Background: an optimization exercise with open tools, aiming at small area, a short achievable clock period and few clock cycles. Do not read the settings as production practice.
For this run, only the layout was checked, not whether the RTL still works.
No activity file was given, so power comes from the tool's default toggle rates.

==> flow/design.v <==
module MIPS (CLK, RST, reg_select, r1_lsb3, CS, WE, ADDR, mem_rdata, mem_wdata, reg_out);
  input CLK, RST;
  input [1:0] reg_select;
  input [2:0] r1_lsb3;
  output CS, WE;
  output [6:0] ADDR;
  input [31:0] mem_rdata;
  output [31:0] mem_wdata;
  output [15:0] reg_out;
  reg  [6:0]  pc;         
  reg  [6:0]  ras;        
  reg  [2:0]  lsb;        
  reg  [31:0] R [0:31];   
  reg  [63:0] hilo;
  reg  [31:0] mcand;
  reg  [2:0]  mcnt;       
  reg  [31:0] ir;
  reg         ir_v;
  reg  [6:0]  ir_pc1;     
  reg         ir_pt;      
  reg         ex_v;
  reg  [31:0] A_r, B_r;   
  reg  [6:0]  e_imm7, e_pc1;
  reg  [4:0]  e_sh, e_wreg;
  reg         e_pt, e_wen, e_sub, e_add8, e_sum, e_sadd, e_ssub, e_slt;
  reg         e_and, e_or, e_xor, e_shift, e_revout, e_rev, e_passb;
  reg         e_mfhi, e_mflo, e_jal, e_lw, e_sw, e_beq, e_bne, e_jr, e_mult;
  wire [5:0] op = ir[31:26];
  wire [5:0] fn = ir[5:0];
  wire isR    = (op == 6'd0);
  wire i_lw   = (op == 6'h23);
  wire i_sw   = (op == 6'h2b);
  wire i_beq  = (op == 6'h04);
  wire i_bne  = (op == 6'h05);
  wire i_jal  = (op == 6'h03);
  wire i_addi = (op == 6'h08);
  wire i_andi = (op == 6'h0c);
  wire i_ori  = (op == 6'h0d);
  wire i_lui  = (op == 6'h0f);
  wire f_add  = isR & (fn == 6'h20);
  wire f_sub  = isR & (fn == 6'h22);
  wire f_and  = isR & (fn == 6'h24);
  wire f_or   = isR & (fn == 6'h25);
  wire f_xor  = isR & (fn == 6'h26);
  wire f_slt  = isR & (fn == 6'h2a);
  wire f_sll  = isR & (fn == 6'h00);
  wire f_srl  = isR & (fn == 6'h02);
  wire f_jr   = isR & (fn == 6'h08);
  wire f_mult = isR & (fn == 6'h18);
  wire f_mfhi = isR & (fn == 6'h10);
  wire f_mflo = isR & (fn == 6'h12);
  wire f_add8 = isR & (fn == 6'h2d);
  wire f_rbit = isR & (fn == 6'h2f);
  wire f_rev  = isR & (fn == 6'h30);
  wire f_sadd = isR & (fn == 6'h31);
  wire f_ssub = isR & (fn == 6'h32);
  wire [4:0] rs = ir[25:21];
  wire [4:0] rt = ir[20:16];
  wire d_sub   = f_sub | f_slt | f_ssub | i_beq | i_bne;
  wire d_revin = f_sll | f_rbit;
  wire d_imm   = i_addi | i_andi | i_ori;
  wire d_wen   = (isR & ~f_mult & ~f_jr) | i_addi | i_andi | i_ori | i_lui | i_lw | i_jal;
  wire [4:0] d_wreg = i_jal ? 5'd31 : isR ? ((f_rbit | f_rev) ? rs : ir[15:11]) : rt;
  wire [31:0] rv [0:31];
  genvar g;
  generate
    for (g = 0; g < 32; g = g + 1) begin : rd_view
      if (g == 1) assign rv[g] = {R[1][31:3], lsb};
      else        assign rv[g] = R[g];
    end
  endgenerate
  wire        wen;
  wire [31:0] wdata;
  wire [31:0] fwd1 = {wdata[31:3], lsb};    
  wire byA = wen & (e_wreg == rs);
  wire byB = wen & (e_wreg == rt);
  wire [31:0] Av = byA ? ((rs == 5'd1) ? fwd1 : wdata) : rv[rs];
  wire [31:0] Bv = byB ? ((rt == 5'd1) ? fwd1 : wdata) : rv[rt];
  reg  [31:0] Bv_rev;
  integer k;
  always @(*) for (k = 0; k < 32; k = k + 1) Bv_rev[k] = Bv[31-k];
  wire [31:0] Bsel = d_sub ? ~Bv :
                     d_revin ? Bv_rev :
                     d_imm ? {{16{ir[15]}}, ir[15:0]} :
                     i_lui ? {ir[15:0], 16'd0} : Bv;
  wire busy = (mcnt != 3'd0);
  wire stall = ex_v & busy & (e_mult | e_mfhi | e_mflo);
  wire [39:0] macc = {8'd0, hilo[63:32]} + mcand * hilo[7:0];
  wire [31:0] m8 = e_add8 ? 32'h7f7f7f7f : 32'hffffffff;
  wire [32:0] sum = {1'b0, A_r & m8} + {1'b0, B_r & m8} + {32'd0, e_sub};
  wire c32 = sum[32];
  wire [31:0] axb = A_r ^ B_r;
  wire [31:0] add8fix = e_add8 ? (axb & 32'h80808080) : 32'd0;
  wire en_sum = e_sum | (e_sadd & ~c32) | (e_ssub & c32);
  wire ones = e_sadd & c32;
  wire [31:0] U = B_r >> e_sh;
  reg  [31:0] Urev;
  always @(*) for (k = 0; k < 32; k = k + 1) Urev[k] = U[31-k];
  wire [31:0] shout = e_revout ? Urev : U;
  wire [31:0] result =
      ((sum[31:0] ^ add8fix) & {32{en_sum}}) | {32{ones}}
    | {31'd0, e_slt & ~c32}
    | ((A_r & B_r) & {32{e_and}})
    | ((A_r | B_r) & {32{e_or}})
    | (axb & {32{e_xor}})
    | (shout & {32{e_shift}})
    | ({B_r[7:0], B_r[15:8], B_r[23:16], B_r[31:24]} & {32{e_rev}})
    | (B_r & {32{e_passb}})
    | (hilo[63:32] & {32{e_mfhi}})
    | (hilo[31:0] & {32{e_mflo}})
    | ({25'd0, e_pc1} & {32{e_jal}});
  assign wen   = ex_v & e_wen;    
  assign wdata = e_lw ? mem_rdata : result;
  wire eq = &axb;                           
  wire taken = e_beq ? eq : ~eq;
  wire mispredict = ex_v & (e_beq | e_bne) & (taken != e_pt);
  wire jr_miss = ex_v & e_jr & (A_r[6:0] != e_pc1);
  wire redirect = mispredict | jr_miss;
  wire [6:0] redirect_pc = e_jr ? A_r[6:0] : (taken ? e_pc1 + e_imm7 : e_pc1);
  wire ex_mem = ex_v & (e_lw | e_sw);
  wire fetch = ~ex_mem & ~stall;
  assign CS = fetch | ex_mem;
  assign WE = ex_v & e_sw;
  assign ADDR = ex_mem ? A_r[6:0] + e_imm7 : pc;
  assign mem_wdata = B_r;
  wire [31:0] fw = mem_rdata;
  wire f_isj  = (fw[31:27] == 5'b00001);
  wire f_isbr = (fw[31:27] == 5'b00010);
  wire f_same = (fw[25:21] == fw[20:16]);
  wire f_pred = f_isbr & (fw[26] ? ~f_same : f_same);
  wire f_isjr = (fw[31:26] == 6'd0) & (fw[5:0] == 6'h08);
  wire [6:0] pc1 = pc + 7'd1;
  wire [6:0] f_next = f_isj ? fw[6:0] : f_isjr ? ras : (f_pred ? pc1 + fw[6:0] : pc1);
  assign reg_out = reg_select[0] ? R[2][31:16] : R[2][15:0];
  integer i;
  always @(posedge CLK) begin
    lsb <= r1_lsb3;
    if (RST) begin
      pc <= 7'd0;
      ir_v <= 1'b0;
      ex_v <= 1'b0;
    end else if (!stall) begin
      if (redirect) pc <= redirect_pc;
      else if (fetch) pc <= f_next;
      if (fetch & (fw[31:26] == 6'h03)) ras <= pc1;
      ir_v <= fetch & ~redirect;
      ex_v <= ir_v & ~redirect;
    end
    if (!stall) begin
      ir <= fw;
      ir_pc1 <= f_isjr ? ras : pc1;
      ir_pt <= f_pred;
      A_r <= Av;
      B_r <= Bsel;
      e_imm7 <= ir[6:0];
      e_pc1 <= ir_pc1;
      e_pt <= ir_pt;
      e_sh <= f_rbit ? 5'd0 : ir[10:6];
      e_wreg <= d_wreg;
      e_wen <= d_wen;
      e_sub <= d_sub;
      e_add8 <= f_add8;
      e_sum <= f_add | f_sub | i_addi | f_add8;
      e_sadd <= f_sadd;
      e_ssub <= f_ssub;
      e_slt <= f_slt;
      e_and <= f_and | i_andi;
      e_or <= f_or | i_ori;
      e_xor <= f_xor;
      e_shift <= f_sll | f_srl | f_rbit;
      e_revout <= f_sll;
      e_rev <= f_rev;
      e_passb <= i_lui;
      e_mfhi <= f_mfhi;
      e_mflo <= f_mflo;
      e_jal <= i_jal;
      e_lw <= i_lw;
      e_sw <= i_sw;
      e_beq <= i_beq;
      e_bne <= i_bne;
      e_jr <= f_jr;
      e_mult <= f_mult;
    end
    for (i = 0; i < 32; i = i + 1)
      if (wen && e_wreg == i) R[i] <= wdata;
    if (RST) mcnt <= 3'd0;
    else if (busy) mcnt <= mcnt - 3'd1;
    else if (ex_v & e_mult) mcnt <= 3'd4;
    if (busy) begin
      hilo <= {macc[39:8], macc[7:0], hilo[31:8]};
    end else if (ex_v & e_mult) begin
      mcand <= A_r;
      hilo <= {32'd0, B_r};
    end
  end
endmodule
==> flow/run.sh <==
#!/bin/bash
# synth_recipe.tcl (not shown) runs the flow's synth.tcl, then flattens the netlist and writes it again
# the make line also repeats each setting of config.mk as NAME=value (left out here)
make -C /OpenROAD-flow-scripts/flow DESIGN_CONFIG=/design/flow/config.mk WORK_HOME=/design/flow/orfs CLKGATE_MAP_FILE= SYNTH_SCRIPT=/design/flow/synth_recipe.tcl finish
==> flow/config.mk <==
export PLATFORM = sky130hd
export DESIGN_NAME = MIPS
export DESIGN_NICKNAME = MIPS
export VERILOG_FILES = /design/flow/design.v
export SDC_FILE = /design/flow/constraint.sdc
export NUM_CORES = 4
export LEC_CHECK = 0
export ABC_CLOCK_PERIOD_IN_PS = 5000
export CAP_MARGIN = 20
export CORE_MARGIN = 2
export CORE_UTILIZATION = 40
export PLACE_DENSITY = 0.6
export SETUP_SLACK_MARGIN = 5
export SLEW_MARGIN = 20
==> flow/constraint.sdc <==
create_clock -name core_clock -period 12.0 [get_ports {CLK}]
set_input_delay 2.4000 -clock core_clock [delete_from_list [all_inputs] [get_ports {CLK}]]
set_output_delay 2.4000 -clock core_clock [all_outputs]
set_load 0.01 [all_outputs]
==> impl_results.md <==
- Outcome: timing/DRC/antenna clean
- Arr. time, crit path: 4.31 ns
- CTS tree: built
- Post-Syn Nets: 6248
- Setup Buffers After CTS: 0
- Area grow syn2layout: 12.7%
- CP endpoint kind: output port
- Area occupied by multi-input gates: 0.0301 mm^2
- Total gr overflow: 0
- Filler cells: 15900
- Post-DP Area: about 0.075 mm^2
- Clock Path Buffers: 3
- Hold Slack: ~0.42 ns
- GRT Total Usage: ~37%
- P_leak: 28.4 nW
- Final instance area: 0.0798 mm^2
- H-tree levels: 4
- Rows: between 150 and 200
- Yosys cell types: 99
- Worst Path Required: 9.60 ns
- Pin count of the biggest net entering global routing: 72
- Worst setup margin: around 5.3 ns
- Core area: ~0.18 mm^2
- Drt first pass iters: 10
- Fraction of layout cells with a size suffix above 1: 11.2%
- I/O Buffers: 94
- Dpl cells: 8081
- Register area share after synthesis: a little over half
- Total power: 22.7 mW
- Storage cell area: 0.0386 mm^2
- Post-synthesis cell count: 5844
- Routed WL: 340000 um
- Num CTS Buffers: 135
- Final setup vio count: 0
- MaxCap Viol Count: 0
- Slew HR: 11.5%
- Clk pin slew, worst setup/hold paths: ~0.060 ns
- Worst slew pin tran: approximately 1.3 ns
- Crit start category: input port
- Skew-Pair Late Insertion Delay: 0.82 ns
- Final Cycle Share: around 56%
- Drc violations: 0
- Final ANT Viol Nets: 0
- Via/cell ratio: roughly 7.2
- Final period demand of the worst path: 6.71 ns
- Met1 Track Usage GR: 45.4%
- First-pass GRT wire length: 459000 um
- Mapped Area: 0.0708 mm^2
- Total negative slack: 0 ns
- Busiest grt layer: met2
- Synthesis-stage register bit count: between 1000 and 1500
- Type of the most critical hold path: reg2reg
- Crit Path Max Fanout: 16
- Ys Warns: 2
- M2 GR Usage: a little over half
- Final GP Congestion: slightly below 1
- Starting density of the core: 40.2%
- Most used flip-flop cell after synthesis: edfxtp_1
- Max-slew violation total from the final report: 0
- Total number of vias: 60200
- Final clock skew: 0.0525 ns
- Clock Sinks: 1291
- RSZ-0062 raised after global routing: no
- Final Hold Viols: 0
- Fmax: roughly 0.15 GHz
- DRT iter0 DRCs: 11600
- Fin cells: 8341
- I/O pin cnt: 96
- Syn_area_per_cell: 12.1 um^2
- # hold bufs at CTS: 0
- PwrDens: ~280 mW/mm^2
- DIE AREA: 0.180 mm^2
- Ys async rst share: 0%
- Dpl hpwl: 201000 um
- Width of the die: 425 um
- VDD IR max: 0.000534 V
- EDFF count, synth: 1276
- Chip height: approximately 420 um
- DP Worst Slack: ~5.3 ns
- CP Class: in2out
- Final nets: 6284
- Root Driver: clkbuf_16
- Vias in the first global route: about 56000
- DR WL/cell: 40.8 um
- Initial antenna violation count: 22
- GR Layer Usage met3: 15.5%
- Layout Utilization: between 40% and 50%
[layout by cell type, fill, tap and decap left out, types with 17 or more instances in the layout]
master	instances
edfxtp_1	1276
a22oi_1	665
nand2_1	504
inv_1	356
fa_1	217
a221oi_1	197
buf_4	189
nor2_1	184
a22o_1	169
a21oi_1	159
ha_1	147
clkbuf_16	136
o21ai_0	135
nand4_1	122
nand3_1	121
and2_1	108
nor2_4	97
clkdlybuf4s50_1	94
mux2_2	75
nor3_1	68
mux2i_1	57
xnor2_1	55
o211ai_1	45
and3_1	43
a21o_1	41
nor4_1	39
xor2_1	37
mux4_2	36
nand2b_1	34
a222oi_1	34
o32a_1	32
clkinv_1	29
a211oi_1	27
o22ai_1	25
nor2b_1	23
clkbuf_1	23
a31oi_1	21
clkinv_2	20
diode_2	18
o21a_1	17
[cell type report]
class	instances	share of cell area [%]
Tap cell	2340	3.67
Clock buffer	163	4.44
Sequential cell	1291	48.4
Multi-Input combinational cell	3804	37.8
Timing Repair Buffer	286	3.00
Timing Repair inverter	1	0.00627
Antenna cell	18	0.0565
Clock inverter	77	0.950
Inverter	361	1.70
[worst max-delay path: stages]
cell and delay [ns]:
clkdlybuf4s50_1 0.45, buf_4 0.44, mux2_2 0.45, clkdlybuf4s50_1 0.54
[final timing paths]
check / from / to / slack [ns] / cells after the start
max: reg_select[0] / reg_out[2] / 5.29 / 4
min: ir_pc1[4] / e_pc1[4] / 0.42 / 0
max reg2reg: B_r[19] / B_r[25] / 5.56 / 11
min reg2reg: ir_pc1[4] / e_pc1[4] / 0.42 / 0
[synth_stat cells, types with 37 or more instances]
| cell | count | area share [%] |
|---|---|---|
| edfxtp_1 | 1276 | 54 |
| a22oi_1 | 666 | 7.1 |
| nand2_1 | 505 | 2.7 |
| inv_1 | 357 | 1.9 |
| clkbuf_1 | 327 | 1.7 |
| nor2_1 | 282 | 1.5 |
| fa_1 | 217 | 6.1 |
| a221oi_1 | 197 | 2.4 |
| a22o_1 | 169 | 2.1 |
| a21oi_1 | 164 | 1.2 |
| ha_1 | 148 | 2.6 |
| o21ai_0 | 136 | 0.96 |
| nand3_1 | 122 | 0.86 |
| nand4_1 | 122 | 1.1 |
| and2_1 | 110 | 0.97 |
| mux2_2 | 75 | 1.2 |
| nor3_1 | 69 | 0.49 |
| mux2i_1 | 57 | 0.81 |
| xnor2_1 | 55 | 0.68 |
| o211ai_1 | 45 | 0.48 |
| and3_1 | 43 | 0.38 |
| a21o_1 | 41 | 0.43 |
| nor4_1 | 39 | 0.34 |
| buf_1 | 38 | 0.20 |
| xor2_1 | 37 | 0.46 |
[report_power, final]
part	total [mW]	switching [mW]	leakage, nW	internal [mW]
registers	6.11	0.307	12.2	5.80
clock network	4.22	1.90	2.09	2.32
logic	12.4	7.42	14.1	4.98
total	22.7	9.62	28.4	13.1
[registers in the layout (all words and copies together), names as in the netlist, 3 cells and up]
name	count
ir_pc1	7
e_wreg	5
e_imm7	7
lsb	3
B_r	32
e_pc1	7
ras	7
R	1021
ir	32
pc	7
e_sh	5
mcand	32
mcnt	3
hilo	64
A_r	32
[cells by family (layout without fill, tap and decap cells)]
| group | count (synthesis) | count (layout) | share of synthesized area [%] |
|---|---|---|---|
| xor gates and xnor gates | 93 | 93 | 1.16 |
| and+or+nand+nor | 1437 | 1437 | 9.80 |
| DFF | 1291 | 1291 | 54.6 |
| adders and majority gates | 365 | 365 | 8.75 |
| buffers and inverters | 749 | 888 | 4.06 |
| AOI/OAI and AO/OA | 1741 | 1741 | 18.5 |
| other | 0 | 18 | 0 |
| muxes | 168 | 168 | 3.14 |
[per-layer routing]
layer  routed length [um]  part of all wire [%]  vias up
li1                     -                     -    22900
met3                55300                    16     1733
met5                  342                  0.10        -
met2               139000                    41     6065
met1               116000                    34    29500
met4                28900                   8.5       22
[timing repair]
item | 4_1_cts | 5_1_grt
gates resized for setup | 1 | 0
endpoints found under the setup margin | 1 | 1
cloned | 0 | 1

-- port drivers added, routing unchanged --
The flow's constraints put no driver on any port. The routed layout listed below was extracted and timed again, unchanged, in two steps.
Step 1 (the two cells are an assumption about what drives the block):
set clk [get_ports {CLK}]
set_driving_cell -lib_cell sky130_fd_sc_hd__clkbuf_16 $clk
set_driving_cell -lib_cell sky130_fd_sc_hd__buf_2 [delete_from_list [all_inputs] $clk]
Step 2 adds t to the input delays and takes it off the output delays; t is the mean of the earliest and latest rising clock arrival at the registers after step 1. Input paths then give back, and output paths get back, about the clock's delay inside the block.
Three values: ideal ports, drivers, drivers and shift; two values: the first two.
t, ns: 0.880
setup slack, ns: 5.287 / 5.203 / 5.265
pins driven straight from the clock port: 1
After both steps this run still meets setup and hold. For this run, drivers alone change the setup slack by -0.084 ns; drivers and shift together by -0.022 ns.
